Context: an optimization exercise on an open-source flow, tuned for small area and a short achievable clock period. The choices shown serve that exercise and are no tape-out recipe. Function was not checked in any run shown here: the RTL went through the layout flow alone. No activity file was given, so power comes from the tool's default toggle rates.

File: config.mk
export PLATFORM = sky130hd
export DESIGN_NAME = video_uut
export DESIGN_NICKNAME = video_uut
export VERILOG_FILES = /design/flow/design.v
export SDC_FILE = /design/flow/constraint.sdc
export NUM_CORES = 4
export LEC_CHECK = 0
export CAP_MARGIN = 20
export CORE_MARGIN = 2
export CORE_UTILIZATION = 40
export SLEW_MARGIN = 20
File: constraint.sdc
create_clock -name core_clock -period 12.0 [get_ports {clk_i}]
set_input_delay 2.4000 -clock core_clock [delete_from_list [all_inputs] [get_ports {clk_i}]]
set_output_delay 2.4000 -clock core_clock [all_outputs]
set_load 0.01 [all_outputs]
File: design.v
module video_uut (
    input  wire         clk_i           , 
    input  wire         cen_i           , 
    input  wire         rst_i           , 
    input  wire         vid_sel_i       , 
    input  wire [23:0]  vid_rgb_i       , 
    input  wire [1:0]   vh_blank_i      , 
    input  wire [2:0]   dvh_sync_i      , 
    output wire [2:0]   dvh_sync_o      , 
    output wire [23:0]  vid_rgb_o         
);
localparam NF = 12;
localparam O  = 7;           
reg         HD, VD;
reg  [11:0] X, Y;            
reg  [5:0]  xm, ym;          
reg  [10:0] sxr [0:NF-1];
reg  [10:0] syr [0:NF-1];
reg  [2:0]  sync_q;
reg r7, r6, g7, g6, g5, g4, g31, g20, b7, b6;    
wire HR = ~HD &  vh_blank_i[0];
wire HF =  HD & ~vh_blank_i[0];
wire VF =  VD & ~vh_blank_i[1];
function ge;                 
    input [11:0] a, b;
    integer i;
    reg r;
    begin
        r = 1'b1;
        for (i = 0; i < 12; i = i + 1) r = (a[i] & ~b[i]) | ((a[i] | ~b[i]) & r);
        ge = r;
    end
endfunction
function [11:0] add;         
    input [11:0] a, b;
    input ci;
    integer i;
    reg c;
    begin
        c = ci;
        for (i = 0; i < 12; i = i + 1) begin
            add[i] = a[i] ^ b[i] ^ c;
            c = (a[i] & b[i]) | (a[i] & c) | (b[i] & c);
        end
    end
endfunction
function [11:0] sub;         
    input [11:0] a, b;
    sub = add(a, ~b, 1'b1);
endfunction
function [11:0] inc;         
    input [11:0] a;
    integer i;
    reg c;
    begin
        c = 1'b1;
        for (i = 0; i < 12; i = i + 1) begin
            inc[i] = a[i] ^ c;
            c = a[i] & c;
        end
    end
endfunction
function slt7;               
    input [6:0] a, b;
    slt7 = ~ge({5'd0, ~a[6], a[5:0]}, {5'd0, ~b[6], b[5:0]});
endfunction
function stored;             
    input integer j;
    stored = (j < 8) || (j == 11);
endfunction
reg [10:0] sx [0:NF-1];
reg [10:0] sy [0:NF-1];
integer k;
reg dk, db;
always @* begin
    for (k = 0; k < NF; k = k + 1) begin
        sx[k] = sxr[k];
        sy[k] = syr[k];
    end
    sy[1]  = {syr[1][10:1], 1'b0};
    sy[3]  = {syr[3][10:1], 1'b0};
    sy[5]  = {syr[5][10:1], 1'b0};
    sy[7]  = {syr[7][10:3], syr[7][1], syr[7][1], 1'b0};
    sy[11] = {syr[11][10:1], 1'b0};
    for (k = 0; k < 3; k = k + 1) begin
        db = ge(sy[k], 360);
        dk = db ? ge(sx[k], 503) : ge(sx[k], 640);
        sx[k+8] = add(sx[k], db ? (dk ? 12'd1545 : 12'd1417) : (dk ? 12'd1408 : 12'd1280), 1'b0);
        sy[k+8] = add(sy[k], db ? 12'd1688 : 12'd720, 1'b0);
    end
end
function [4:0] wtest;
    input [11:0] v;
    input [7:0]  vm1;        
    input [10:0] s;
    reg [4:0] t;
    begin
        t = sub({8'd0, v[3:0]}, {8'd0, s[3:0]});
        wtest = {(t[3:0] != 4'd15) && (t[4] ? (vm1 == {1'b0, s[10:4]}) : (v[11:4] == {1'b0, s[10:4]})), t[3:0]};
    end
endfunction
wire [11:0] Xm1f = sub({4'd0, X[11:4]}, 12'd1);
wire [11:0] Ym1f = sub({4'd0, Y[11:4]}, 12'd1);
wire [7:0] Xm1 = Xm1f[7:0];
wire [7:0] Ym1 = Ym1f[7:0];
reg  snow;
reg [4:0] wx, wy;
always @* begin
    snow = 1'b0;
    for (k = 0; k < NF; k = k + 1) begin
        wx = wtest(X, Xm1, sx[k]);
        wy = wtest(Y, Ym1, sy[k]);
        if (wx[4] && wy[4] &&
            (wx[3:0] == 4'd6 || wx[3:0] == 4'd7 || wx[3:0] == 4'd8 ||
             wy[3:0] == 4'd6 || wy[3:0] == 4'd7 || wy[3:0] == 4'd8 ||
             wx[3:0] == wy[3:0] || add({8'd0, wx[3:0]}, {8'd0, wy[3:0]}, 1'b0) == 12'd14))
            snow = 1'b1;
    end
end
wire border = (~ge(Y, 15+O)) || (ge(Y, 1065+O)) || (~ge(X, 15+O)) || (ge(X, 1905+O)) ||
              ((ge(X, 25+O)) && (~ge(X, 1895+O)) && (ge(Y, 25+O)) && (~ge(Y, 1055+O)) &&
               !((ge(X, 30+O)) && (~ge(X, 1890+O)) && (ge(Y, 30+O)) && (~ge(Y, 1050+O))));
function wall2;    
    input [11:0] v; input [11:0] a;
    wall2 = (ge(v, a) && ~ge(v, a + 16)) || (ge(v, a + 36) && ~ge(v, a + 52));
endfunction
function wall2r;   
    input [11:0] v; input [11:0] b;
    wall2r = (ge(v, b - 16) && ~ge(v, b)) || (ge(v, b - 52) && ~ge(v, b - 36));
endfunction
wire ly   = (ge(Y, 315+O)) && (~ge(Y, 765+O));
wire yt   = wall2(Y, 315+O);
wire ym2  = wall2(Y, 540+O);
wire yb   = wall2r(Y, 765+O);
wire yup  = (ge(Y, 331+O)) && (~ge(Y, 540+O));
wire ydn  = (ge(Y, 556+O)) && (~ge(Y, 765+O));
wire ystb = (ge(Y, 331+O)) && (~ge(Y, 375+O));
wire letR  = ly && ( wall2(X, 200+O) || ((yt || ym2) && ge(X, 200+O) && ~ge(X, 550+O)) ||
                     (wall2r(X, 550+O) && (yup || ydn)) );
wire letO  = ly && ( wall2(X, 630+O) || wall2r(X, 980+O) ||
                     ((yt || yb) && ge(X, 646+O) && ~ge(X, 964+O)) );
wire letS1 = ly && ( (wall2(X, 1060+O) && yup) || (yt && ge(X, 1076+O) && ~ge(X, 1394+O)) ||
                     (wall2r(X, 1410+O) && (ystb || ydn)) || (ym2 && ge(X, 1060+O) && ~ge(X, 1410+O)) ||
                     (yb && ge(X, 1060+O) && ~ge(X, 1394+O)) );
wire letS2 = ly && ( (wall2(X, 1490+O) && yup) || (yt && ge(X, 1506+O) && ~ge(X, 1824+O)) ||
                     (wall2r(X, 1840+O) && (ystb || ydn)) || (ym2 && ge(X, 1490+O) && ~ge(X, 1840+O)) ||
                     (yb && ge(X, 1490+O) && ~ge(X, 1824+O)) );
wire maze = border | letR | letO | letS1 | letS2;
wire dot = ge(X, 80+O) && ~ge(X, 1840+O) && ge(Y, 80+O) && ~ge(Y, 1000+O) &&
           ge(xm, 22) && ~ge(xm, 28) && ge(ym, 22) && ~ge(ym, 28);
reg [2:0] gid;               
reg [6:0] gx7;               
always @* begin
    gid = 3'd0; gx7 = 7'd0;
    if (ge(X, 130+O)  && ge(170+O, X))  begin gid = 3'd1; gx7 = (150+O)  % 128; end
    if (ge(X, 530+O)  && ge(570+O, X))  begin gid = 3'd2; gx7 = (550+O)  % 128; end
    if (ge(X, 940+O)  && ge(980+O, X))  begin gid = 3'd3; gx7 = (960+O)  % 128; end
    if (ge(X, 1160+O) && ge(1200+O, X)) begin gid = 3'd4; gx7 = (1180+O) % 128; end
    if (ge(X, 1630+O) && ge(1670+O, X)) begin gid = 3'd5; gx7 = (1650+O) % 128; end
end
wire gyin = ge(Y, 125+O) && ge(175+O, Y);
wire [11:0] gdx_f = sub({5'd0, X[6:0]}, {5'd0, gx7});
wire [6:0] gdx = gdx_f[6:0];             
wire [11:0] gdy_f = sub({5'd0, Y[6:0]}, 12'd29);    
wire [6:0] gdy = gdy_f[6:0];             
wire [11:0] gdxn = sub(12'd0, {5'd0, gdx});
wire [5:0] gax = gdx[6] ? gdxn[5:0] : gdx[5:0];
reg [4:0] glim;
reg gbody, geye, gpup;
always @* begin
    case (gdy)
        7'd122: glim = 5'd19;
        7'd121: glim = 5'd19;
        7'd120: glim = 5'd19;
        7'd119: glim = 5'd19;
        7'd118: glim = 5'd19;
        7'd117: glim = 5'd19;
        7'd116: glim = 5'd18;
        7'd115: glim = 5'd18;
        7'd114: glim = 5'd17;
        7'd113: glim = 5'd17;
        7'd112: glim = 5'd16;
        7'd111: glim = 5'd15;
        7'd110: glim = 5'd15;
        7'd109: glim = 5'd14;
        7'd108: glim = 5'd13;
        7'd107: glim = 5'd11;
        7'd106: glim = 5'd10;
        7'd105: glim = 5'd8;
        7'd104: glim = 5'd6;
        default: glim = 5'd0;
    endcase
    if (slt7(gdy, -7'sd24)) gbody = 1'b0;
    else if (slt7(gdy, -7'sd5)) gbody = ge({7'd0, glim}, {6'd0, gax});
    else if (slt7(gdy, 7'sd20)) gbody = 1'b1;
    else if (!slt7(gdx, -7'sd4) && slt7(gdx, 7'sd4)) gbody = slt7(gdy, 7'sd25);
    else if (!slt7(gdx, -7'sd12) && slt7(gdx, 7'sd12)) gbody = slt7(gdy, 7'sd24);
    else if (!slt7(gdx, -7'sd20) && slt7(gdx, 7'sd20)) gbody = slt7(gdy, 7'sd22);
    else gbody = 1'b0;
    geye = ge({6'd0, gax}, 6) && ge(12, {6'd0, gax}) && !slt7(gdy, -7'sd10) && !slt7(-7'sd4, gdy);
    gpup = ge({6'd0, gax}, 8) && ge(10, {6'd0, gax}) && !slt7(gdy, -7'sd8) && !slt7(-7'sd6, gdy);
end
wire gon = (gid != 0) && gyin;
wire [11:0] pdx_f = sub({5'd0, X[6:0]}, 12'd71);    
wire [6:0] pdx = pdx_f[6:0];             
wire [11:0] pdy_f = sub({5'd0, Y[6:0]}, 12'd1);     
wire [6:0] pdy = pdy_f[6:0];             
wire pbox = ge(X, 931+O) && ge(989+O, X) && ge(Y, 221+O) && ge(279+O, Y);
wire [11:0] pdxn = sub(12'd0, {5'd0, pdx});
wire [11:0] pdyn = sub(12'd0, {5'd0, pdy});
wire [5:0] pay = pdy[6] ? pdyn[5:0] : pdy[5:0];
wire [5:0] pax = pdx[6] ? pdxn[5:0] : pdx[5:0];
reg [4:0] pl, pr;
always @* begin
    case (pay)
        6'd0: begin pl = 5'd29; pr = 5'd0; end
        6'd1: begin pl = 5'd29; pr = 5'd1; end
        6'd2: begin pl = 5'd29; pr = 5'd2; end
        6'd3: begin pl = 5'd29; pr = 5'd4; end
        6'd4: begin pl = 5'd29; pr = 5'd5; end
        6'd5: begin pl = 5'd29; pr = 5'd7; end
        6'd6: begin pl = 5'd29; pr = 5'd8; end
        6'd7: begin pl = 5'd29; pr = 5'd9; end
        6'd8: begin pl = 5'd28; pr = 5'd11; end
        6'd9: begin pl = 5'd28; pr = 5'd12; end
        6'd10: begin pl = 5'd28; pr = 5'd14; end
        6'd11: begin pl = 5'd27; pr = 5'd15; end
        6'd12: begin pl = 5'd27; pr = 5'd17; end
        6'd13: begin pl = 5'd27; pr = 5'd18; end
        6'd14: begin pl = 5'd26; pr = 5'd19; end
        6'd15: begin pl = 5'd25; pr = 5'd21; end
        6'd16: begin pl = 5'd25; pr = 5'd22; end
        6'd17: begin pl = 5'd24; pr = 5'd24; end
        6'd18: begin pl = 5'd23; pr = 5'd23; end
        6'd19: begin pl = 5'd23; pr = 5'd23; end
        6'd20: begin pl = 5'd22; pr = 5'd22; end
        6'd21: begin pl = 5'd21; pr = 5'd21; end
        6'd22: begin pl = 5'd20; pr = 5'd20; end
        6'd23: begin pl = 5'd19; pr = 5'd19; end
        6'd24: begin pl = 5'd17; pr = 5'd17; end
        6'd25: begin pl = 5'd16; pr = 5'd16; end
        6'd26: begin pl = 5'd14; pr = 5'd14; end
        6'd27: begin pl = 5'd13; pr = 5'd13; end
        6'd28: begin pl = 5'd10; pr = 5'd10; end
        6'd29: begin pl = 5'd7; pr = 5'd7; end
        default: begin pl = 5'd0; pr = 5'd0; end
    endcase
end
wire pac = pbox && (pdx[6] ? ge({7'd0, pl}, {6'd0, pax}) : ge({7'd0, pr}, {6'd0, pax}));
localparam C_BLK=0, C_WHT=1, C_MAZ=2, C_BLU=3, C_ORG=4, C_RED=5, C_GRN=6, C_PNK=7, C_GBL=9, C_PUR=11, C_YEL=12;
reg [3:0] col;
always @* begin
    col = C_BLK;
    if (dot && !maze) col = C_WHT;
    if (border) col = C_MAZ;
    if (letR)  col = C_BLU;
    if (letO)  col = C_ORG;
    if (letS1) col = C_RED;
    if (letS2) col = C_GRN;
    if (gon && (gbody || geye) && !gpup) begin
        if (geye) col = C_WHT;
        else case (gid)
            3'd1: col = C_PNK;
            3'd2: col = C_RED;
            3'd3: col = C_GBL;
            3'd4: col = C_GRN;
            default: col = C_PUR;
        endcase
    end
    if (pac)  col = C_YEL;
    if (snow) col = C_WHT;
end
wire [23:0] rgb =
    col == C_WHT ? 24'hFFFFFF : col == C_MAZ ? 24'h004080 : col == C_BLU ? 24'h0000FF :
    col == C_ORG ? 24'hFFA500 : col == C_RED ? 24'hFF0000 : col == C_GRN ? 24'h00FF00 :
    col == C_PNK ? 24'hFFB0FF : col == C_GBL ? 24'h0080FF : col == C_PUR ? 24'h8000FF :
    col == C_YEL ? 24'hFFFF00 : 24'h000000;
wire [11:0] Xi = inc(X), Yi = inc(Y);
wire [11:0] xmi = inc({6'd0, xm}), ymi = inc({6'd0, ym});
wire Xend = X == 2047+O, Yend = Y == 2047+O;
reg  [11:0] syn [0:NF-1];
reg  [11:0] sxn [0:NF-1];
reg         wrap [0:NF-1];
integer j;
always @* begin
    for (j = 0; j < NF; j = j + 1) begin
        wrap[j] = ge(sy[j], 1080 - ((j % 8) + 1));
        syn[j]  = add(sy[j], (j % 8) + 1, 1'b0);
        sxn[j]  = ge(sx[j], 1783) ? add(sx[j], 265, 1'b0) : add(sx[j], 137, 1'b0);
    end
end
always @(posedge clk_i) begin
    if (rst_i) begin
        HD <= 1'b0; VD <= 1'b0;
        X <= O; Y <= O; xm <= 6'd0; ym <= 6'd0;
        for (j = 0; j < NF; j = j + 1) if (stored(j)) begin
            sxr[j] <= (j * 160) % 1920;
            syr[j] <= (j * 90) % 1080;
        end
        {r7, r6, g7, g6, g5, g4, g31, g20, b7, b6} <= 10'd0;
        sync_q <= 3'd0;
    end else if (cen_i) begin
        HD <= vh_blank_i[0];
        VD <= vh_blank_i[1];
        if (HF) begin
            X <= O; xm <= 6'd0;
        end else if (!vh_blank_i[0]) begin
            X  <= Xend ? O : Xi;
            xm <= (xm == 6'd49 || Xend) ? 6'd0 : xmi[5:0];
        end
        if (VF) begin
            Y <= O; ym <= 6'd0;
            for (j = 0; j < NF; j = j + 1) if (stored(j)) begin
                if (wrap[j]) begin
                    syr[j] <= 11'd0;
                    sxr[j] <= sxn[j][10:0];
                end else
                    syr[j] <= syn[j][10:0];
            end
        end else if (HR) begin
            Y  <= Yend ? O : Yi;
            ym <= (ym == 6'd49 || Yend) ? 6'd0 : ymi[5:0];
        end
        r7 <= rgb[23]; r6 <= rgb[22]; g7 <= rgb[15]; g6 <= rgb[14]; g5 <= rgb[13];
        g4 <= rgb[12]; g31 <= rgb[11]; g20 <= rgb[10]; b7 <= rgb[7]; b6 <= rgb[6];
        sync_q <= dvh_sync_i;
    end
end
assign dvh_sync_o = sync_q;
assign vid_rgb_o  = {r7, {7{r6}}, g7, g6, g5, g4, g31, g20, g31, g20, b7, {7{b6}}};
endmodule
File: flow/run.sh
#!/bin/bash
# Standard ORFS layout, except that synthesis skips the adder-extraction step
# (ADDER_MAP_FILE empty), so that ABC maps the whole datapath itself.
# Registers, their names and cell types are those of the standard synthesis.
set -euo pipefail
bash standard.sh ADDER_MAP_FILE= synth > synth.log 2>&1
bash standard.sh > layout.log 2>&1
File: standard.sh
#!/bin/bash
# synth_recipe.tcl (not shown) runs the flow's synth.tcl, then flattens the netlist and writes it again
# the make line also repeats each setting of config.mk as NAME=value (left out here)
make -C /OpenROAD-flow-scripts/flow DESIGN_CONFIG=/design/flow/config.mk WORK_HOME=/design/flow/orfs CLKGATE_MAP_FILE= SYNTH_SCRIPT=/design/flow/synth_recipe.tcl "${@:-finish}"
==> flow_metrics.env, run 1 <==
export IMPL_status="no timing/DRC/antenna violations"
export IMPL_grt_pass1_wl_mm=174
export IMPL_antenna_cells=0
export IMPL_overflow=0
export IMPL_yosysWarnings=8
export IMPL_placed_area_sq_um=30000
export IMPL_internal_power_w=0.00166
export IMPL_drv_cap=0
export IMPL_power_switching_w=0.000904
export IMPL_cts_sinks=243
export IMPL_p_comb_share_pct=26.7
export IMPL_antenna_left=0
export IMPL_die_h_um=276
export IMPL_fin_nets=4120
export IMPL_rsz0062_at_grt="false"
export IMPL_drtIter0Drc=3962
export IMPL_drt_total_wl_mm=115
export IMPL_cts_buffers_inserted=34
export IMPL_drc=0
export IMPL_yosysMostFrequentCell="nor2_1"
export IMPL_slew_violations=0
export IMPL_fin_cells=5070
export IMPL_seq_area_frac_synth_pct=16.5
export IMPL_maxSlewHeadroom_pct=19.6
export IMPL_ys_seq_elements=243
export IMPL_cts_resized=0
export IMPL_area_growth_pct=5.36
export IMPL_pin_count=60
export IMPL_pwr_share_clk_pct=40.0
export IMPL_power_density_nw_per_um2=82.4
export IMPL_cts_tree="yes"
export IMPL_pwr_share_seq_pct=33.3
export IMPL_cp_arrival_ns=6.99
export IMPL_worstMarginPinSlew_ns=1.20
export IMPL_fin_skew_ns=0.0309
export IMPL_grt_pass1_vias=29100
export IMPL_core_sq_um=73100
export IMPL_rows=99
export IMPL_first_pass_iters=7
export IMPL_vias_per_cell=6.45
export IMPL_min_delay_path_depth=2
export IMPL_vias=32700
export IMPL_setup_viol=0
export IMPL_synth_area_leader_cell="dfxtp_1"
export IMPL_hold_buffers=0
export IMPL_yosys_top_cells_count="nor2_1 (469), nand2_1 (409), xnor2_1 (333), o21ai_0 (290), clkbuf_1 (271)"
export IMPL_synthDistinctLibCells=108
export IMPL_clk_pin_slew_worst_paths_ns=0.06
export IMPL_crit_fanout=27
export IMPL_async_reset_ff_share_pct=0
export IMPL_die_area_sq_um=76000
export IMPL_insertion_delay_ns=0.57
export IMPL_netlist_area_sq_um=29500
export IMPL_cp_start_kind="flip-flop"
export IMPL_portBuffers=34
export IMPL_synthTopCellsByArea="dfxtp_1 (16%), xnor2_1 (9.9%), nor2_1 (6.0%)"
export IMPL_synthFlopType="dfxtp_1"
export IMPL_fillers=7701
export IMPL_synth_edf_count=0
export IMPL_cts_buffer_depth=3
export IMPL_swShare_pct=35.3
export IMPL_syn_avg_cell_area_sq_um=6.80
export IMPL_htree_num_levels=2
export IMPL_finalHoldViolCount=0
export IMPL_synth_top_area_share_pct=16.5
export IMPL_final_cell_area_sq_um=31100
export IMPL_fmax_mhz=153
export IMPL_crit_type="reg -> reg"
export IMPL_ir_drop_mv=0.0769
export IMPL_track_usage_pct=29.1
export IMPL_post_route_period_util_pct=54.5
export IMPL_tns_ns=0
export IMPL_synth_nets=4376
export IMPL_fin_crit_ns=6.54
export IMPL_leakagePower_nw=10.7
export IMPL_postSynthCellCount=4343
export IMPL_cp_required_ns=12.45
export IMPL_drive_gt1_share_pct=5.74
export IMPL_detailed_place_hpwl_mm=78.9
export IMPL_initial_core_util_pct=40.4
export IMPL_cts_setup_buffers=0
export IMPL_place_gp_congestion=1.02
export IMPL_rr_worst_depth=16
export IMPL_hold_class="reg -> reg"
export IMPL_clock_root_buffer="clkbuf_16"
export IMPL_dp_cells=5010
export IMPL_grt_max_degree=70
export IMPL_wl_per_cell_um=22.6
export IMPL_dieWidth_um=276
export IMPL_crit_path_end_kind="flip-flop"
export IMPL_antenna_found_initial=4
-- path summary, 6_finish.rpt --
| kind | from | endpoint | slack, ns |
|---|---|---|---|
| min | g5$_SDFFE_PP0P_ | g5$_SDFFE_PP0P_ | 0.49 |
| max reg2reg | X[8]$_SDFFE_PP0P_ | r7$_SDFFE_PP0P_ | 5.46 |
| min reg2reg | g5$_SDFFE_PP0P_ | g5$_SDFFE_PP0P_ | 0.49 |
| max | X[8]$_SDFFE_PP0P_ | r7$_SDFFE_PP0P_ | 5.46 |
-- per-stage QoR --
stage / hold slack (ns) / worst slack (ns) / util, % / power, W
global route: 0.523 / 4.99 / 42.6 / 0.00266
finish: 0.485 / 5.46 / 42.6 / 0.00256
global placement: 0.467 / 5.72 / 41.1 / 0.00153
floorplan: 0.452 / 7.58 / - / 0.00135
detailed placement: 0.474 / 5.71 / 41.1 / 0.00153
CTS: 0.487 / 5.65 / 42.6 / 0.00256
-- state kept, by name, indices dropped and copies added, names as in the netlist, 3 cells and up --
name,flops
sxr,99
ym,6
syr,93
xm,6
X,12
sync_q,3
Y,12
-- critical path, cell delays in order (launching register included) --
cell	delay (ns)
dfxtp_2	0.40
buf_4	0.30
nor4_1	0.92
o2111ai_1	0.71
o21a_1	0.31
a21oi_1	0.45
nor3_1	0.19
o22ai_1	0.72
a21boi_0	0.25
a211oi_1	0.10
o32a_1	0.38
a221oi_2	0.38
nand3_1	0.22
nor3_1	0.44
and3_1	0.28
o21ai_0	0.10
a311oi_1	0.26
-- power by group through the flow --
| stage | combinational, W | clock, W | sequential (W) |
|---|---|---|---|
| after floorplan | 0.000508 | 0 | 0.000845 |
| after global placement | 0.000658 | 0 | 0.000870 |
| after detailed placement | 0.000662 | 0 | 0.000870 |
| after CTS | 0.000666 | 0.00104 | 0.000853 |
| after global routing | 0.000736 | 0.00107 | 0.000856 |
| final | 0.000683 | 0.00103 | 0.000854 |
-- area by class of cell --
cell class	instances	area, sq um	area share, %
Clock buffer	43	925	2.97
Inverter	76	285	0.917
Multi-Input combinational cell	3629	22800	73.2
Clock inverter	17	174	0.559
Sequential cell	243	4890	15.7
Timing Repair Buffer	103	872	2.80
Tap cell	959	1200	3.86
-- cells by family (layout without fill, tap and decap cells) --
kind of cell | after synthesis | after routing | synth area share (%)
and+or+nand+nor | 1720 | 1720 | 28.3
AOI/OAI and AO/OA | 1296 | 1296 | 29.6
xor gates and xnor gates | 522 | 522 | 15.8
DFF | 243 | 243 | 16.5
buffers and inverters | 471 | 239 | 6.61
muxes | 65 | 65 | 2.24
adders and majority gates | 26 | 26 | 0.894
-- per-layer routing --
layer  vias up  track usage (%)  wire (um)
met4         6             11.5       4720
met3       292             5.52      11500
met1     15400             40.3      49700
met2      1646             44.1      48600
met5         -                0         41
li1      15300                -          -
-- layout by cell type, fill, tap and decap left out, drive strengths merged, types with 71 or more instances in the layout --
| master | netlist | routed |
|---|---|---|
| nor2 | 469 | 469 |
| nand2 | 409 | 409 |
| xnor2 | 338 | 338 |
| o21ai | 306 | 306 |
| a21oi | 263 | 263 |
| dfxtp | 243 | 243 |
| xor2 | 180 | 180 |
| nand3 | 175 | 175 |
| nor3 | 144 | 144 |
| a31oi | 86 | 86 |
| nand2b | 84 | 84 |
| inv | 67 | 71 |
==> run 2: changes to the inputs <==
--- a/config.mk
+++ b/config.mk
@@ -7,5 +7,6 @@
 export LEC_CHECK = 0
 export CAP_MARGIN = 20
 export CORE_MARGIN = 2
-export CORE_UTILIZATION = 40
+export CORE_UTILIZATION = 60
+export SETUP_SLACK_MARGIN = 5
 export SLEW_MARGIN = 20
==> run 2 against run 1 <==
Net effect: largest power group unchanged; still clean; power down 0.77%; worst setup slack improved by 0.16 ns; area after synthesis is the same; maximum frequency rose by 2.5%.
==> flow_metrics.env, run 2 <==
export IMPL_synth_nets=4376
export IMPL_fin_nets=4118
export IMPL_power_density_nw_per_um2=82.8
export IMPL_pwr_share_clk_pct=40.0
export IMPL_initial_core_util_pct=60.6
export IMPL_core_sq_um=48700
export IMPL_cp_startpoint="X[1]$_SDFFE_PP1P_"
export IMPL_cp_required_ns=12.54
export IMPL_postSynthCellCount=4343
export IMPL_r2r_end="r7$_SDFFE_PP0P_"
export IMPL_vias=33000
export IMPL_cp_arrival_ns=6.92
export IMPL_synthTopCellsByArea="dfxtp_1 (16%), xnor2_1 (9.9%), nor2_1 (6.0%)"
export IMPL_insertion_delay_ns=0.63
export IMPL_htree_num_levels=1
export IMPL_hold_buffers=0
export IMPL_yosys_top_cells_count="nor2_1 (469), nand2_1 (409), xnor2_1 (333), o21ai_0 (290), clkbuf_1 (271)"
export IMPL_fin_skew_ns=0.0244
export IMPL_crit_path_end_kind="flip-flop"
export IMPL_fin_crit_ns=6.38
export IMPL_overflow=0
export IMPL_multi_input_area_sq_um=22800
export IMPL_fmax_mhz=157
export IMPL_cts_resized=0
export IMPL_final_common_cell="nor2_1"
export IMPL_crit_fanout=31
export IMPL_synthDistinctLibCells=108
export IMPL_ys_seq_elements=243
export IMPL_worstMarginPinSlew_ns=1.28
export IMPL_r2r_start="X[1]$_SDFFE_PP1P_"
export IMPL_cts_setup_buffers=0
export IMPL_synthFlopType="dfxtp_1"
export IMPL_endpoint="r7$_SDFFE_PP0P_"
export IMPL_rr_worst_depth=17
export IMPL_async_reset_ff_share_pct=0
export IMPL_p_total_w=0.00254
export IMPL_crit_type="reg -> reg"
export IMPL_finalHoldViolCount=0
export IMPL_tns_ns=0
export IMPL_die_area_sq_um=51000
export IMPL_gr_usage_met2_pct=61.3
export IMPL_antenna_left=0
export IMPL_fin_cells=4775
export IMPL_slew_violations=0
export IMPL_drv_cap=0
export IMPL_rows=81
export IMPL_p_comb_share_pct=26.5
export IMPL_placed_area_sq_um=29600
export IMPL_dieWidth_um=226
export IMPL_track_usage_pct=41.7
export IMPL_min_delay_path_depth=2
export IMPL_post_route_period_util_pct=53.2
export IMPL_cts_tree="yes"
export IMPL_hold_slack_ns=0.486
export IMPL_leakagePower_nw=10.7
export IMPL_detailed_place_hpwl_mm=74.3
export IMPL_grt_pass1_vias=28900
export IMPL_reg_top3="sxr: 99 flops, syr: 93 flops"
export IMPL_largest_register_ffs=99
export IMPL_ir_drop_mv=0.121
export IMPL_met3_usage_pct=10.2
export IMPL_ff2ff_setup_slack_ns=5.62
export IMPL_swShare_pct=34.2
export IMPL_cts_buffer_depth=3
export IMPL_clk_pin_slew_worst_paths_ns=0.06
export IMPL_rsz0062_at_grt="false"
export IMPL_top_register="sxr"
export IMPL_wl_per_cell_um=23.0
export IMPL_grt_max_degree=69
export IMPL_netlist_area_sq_um=29500
export IMPL_syn_avg_cell_area_sq_um=6.80
export IMPL_die_h_um=226
export IMPL_grtUsageMet1_pct=56.0
export IMPL_first_pass_iters=7
export IMPL_drtIter0Drc=4224
export IMPL_pin_count=60
export IMPL_grt_pass1_wl_mm=168
export IMPL_portBuffers=34
export IMPL_cts_buffers_inserted=31
export IMPL_yosysWarnings=8
export IMPL_pwr_share_seq_pct=33.5
export IMPL_hold_class="reg -> reg"
export IMPL_cp_start_kind="flip-flop"
export IMPL_gr_max_usage_layer="met2"
export IMPL_place_gp_congestion=1.01
export IMPL_seq_area_frac_synth_pct=16.5
export IMPL_final_cell_area_sq_um=30700
export IMPL_internal_power_w=0.00167
export IMPL_fillers=4730
export IMPL_clock_root_buffer="clkbuf_16"
export IMPL_vias_per_cell=6.90
export IMPL_area_growth_pct=4.03
export IMPL_synth_top_area_share_pct=16.5
export IMPL_regArea_sq_um=4890
export IMPL_antenna_found_initial=3
export IMPL_drt_total_wl_mm=110
export IMPL_synth_area_leader_cell="dfxtp_1"
export IMPL_maxSlewHeadroom_pct=14.1
export IMPL_setup_viol=0
export IMPL_layout_common_cells="nor2_1 (466), nand2_1 (409), xnor2_1 (332), o21ai_0 (290), a21oi_1 (262)"
export IMPL_cts_sinks=243
export IMPL_drive_gt1_share_pct=5.55
export IMPL_status="no timing/DRC/antenna violations"
export IMPL_drc=0
export IMPL_dp_cells=4716
export IMPL_yosysMostFrequentCell="nor2_1"
export IMPL_synth_edf_count=0
export IMPL_power_switching_w=0.000869
[run 2: cell counts after synthesis]
No cell type changed its count.
[run 2: final cells by class]
cell class	count	share of cell area, %
repair buffers	104	2.81
clock inverters	8	0.517
well taps	664	2.70
flip-flops and latches	243	15.9
multi-input cells	3629	74.1
inverters	76	0.929
diodes	2	0.0163
clock buffers	49	3.01
[run 2: how the worst min path moves through the flow]
stage,from,to
floorplan,VD$_SDFFE_PP0P_,VD$_SDFFE_PP0P_
global placement,VD$_SDFFE_PP0P_,VD$_SDFFE_PP0P_
detailed placement,r7$_SDFFE_PP0P_,r7$_SDFFE_PP0P_
CTS,r7$_SDFFE_PP0P_,r7$_SDFFE_PP0P_
global route,g6$_SDFFE_PP0P_,g6$_SDFFE_PP0P_
finish,r7$_SDFFE_PP0P_,r7$_SDFFE_PP0P_
[run 2: power groups by stage]
stage | registers [W] | clock network, W | logic, W
3_3_place_gp | 0.000868 | 0 | 0.000646
4_1_cts | 0.000852 | 0.00103 | 0.000652
2_1_floorplan | 0.000845 | 0 | 0.000508
5_1_grt | 0.000855 | 0.00105 | 0.000722
6_report | 0.000853 | 0.00102 | 0.000674
3_5_place_dp | 0.000869 | 0 | 0.000649
[run 2: cells by family (layout without fill, tap and decap cells)]
| group | Yosys count | count (layout) | share of synthesized area, % |
|---|---|---|---|
| simple gates | 1720 | 1720 | 28.3 |
| compound gates | 1296 | 1296 | 29.6 |
| xor+xnor | 522 | 522 | 15.8 |
| buf+inv | 471 | 237 | 6.61 |
| flops | 243 | 243 | 16.5 |
| mux | 65 | 65 | 2.24 |
| fa+ha+maj | 26 | 26 | 0.894 |
| other cells | 0 | 2 | 0 |
[run 2: critical path, cell delays in order (launching register included)]
cell	delay, ns
dfxtp_2	0.31
buf_4	0.42
buf_4	0.59
o21ai_1	0.29
a211o_1	0.39
a21oi_1	0.74
a311o_1	0.40
nor3_1	0.13
o22ai_1	0.71
a21boi_0	0.25
a211oi_1	0.10
o32a_1	0.37
a221oi_2	0.36
nand3_1	0.23
nor3_1	0.35
and3_1	0.29
o21ai_0	0.11
a311oi_1	0.25
[run 2: per-stage QoR]
step | setup WS [ns] | utilization, %
2_1_floorplan | 7.58 | -
3_3_place_gp | 5.82 | 60.8
3_5_place_dp | 5.57 | 60.8
4_1_cts | 5.57 | 63.0
5_1_grt | 5.22 | 63.0
6_report | 5.62 | 63.0
[run 2: routing by layer]
metal / vias to the layer above / wire length (um)
met5: - / 16
met1: 15300 / 44800
li1: 15300 / -
met4: 2 / 6610
met3: 419 / 13500
met2: 1964 / 44800

## separate check: timing with driven ports
No port has a modelled driver above. Below, the same layouts with a new extraction and two added sets of constraints. Step 1, drivers: a clkbuf_16 drives clk_i and a buf_2 each remaining input, both assumed. Step 2 moves the port delays by t, midway between the first and last clock arrival at a register: inputs arrive t later, outputs are due t later. That takes back most of the time a late clock gives input paths. a / b / c = no drivers / after step 1 / after step 2; a / b = the first two.
| run | t (ns) | setup slack, ns | pins driven straight from the clock port |
|---|---|---|---|
| run 1 | 0.617 | 5.456 / 5.456 / 5.456 | 1 |
| run 2 | 0.684 | 5.617 / 5.617 / 5.617 | 1 |
After both steps every run listed still meets setup and hold.
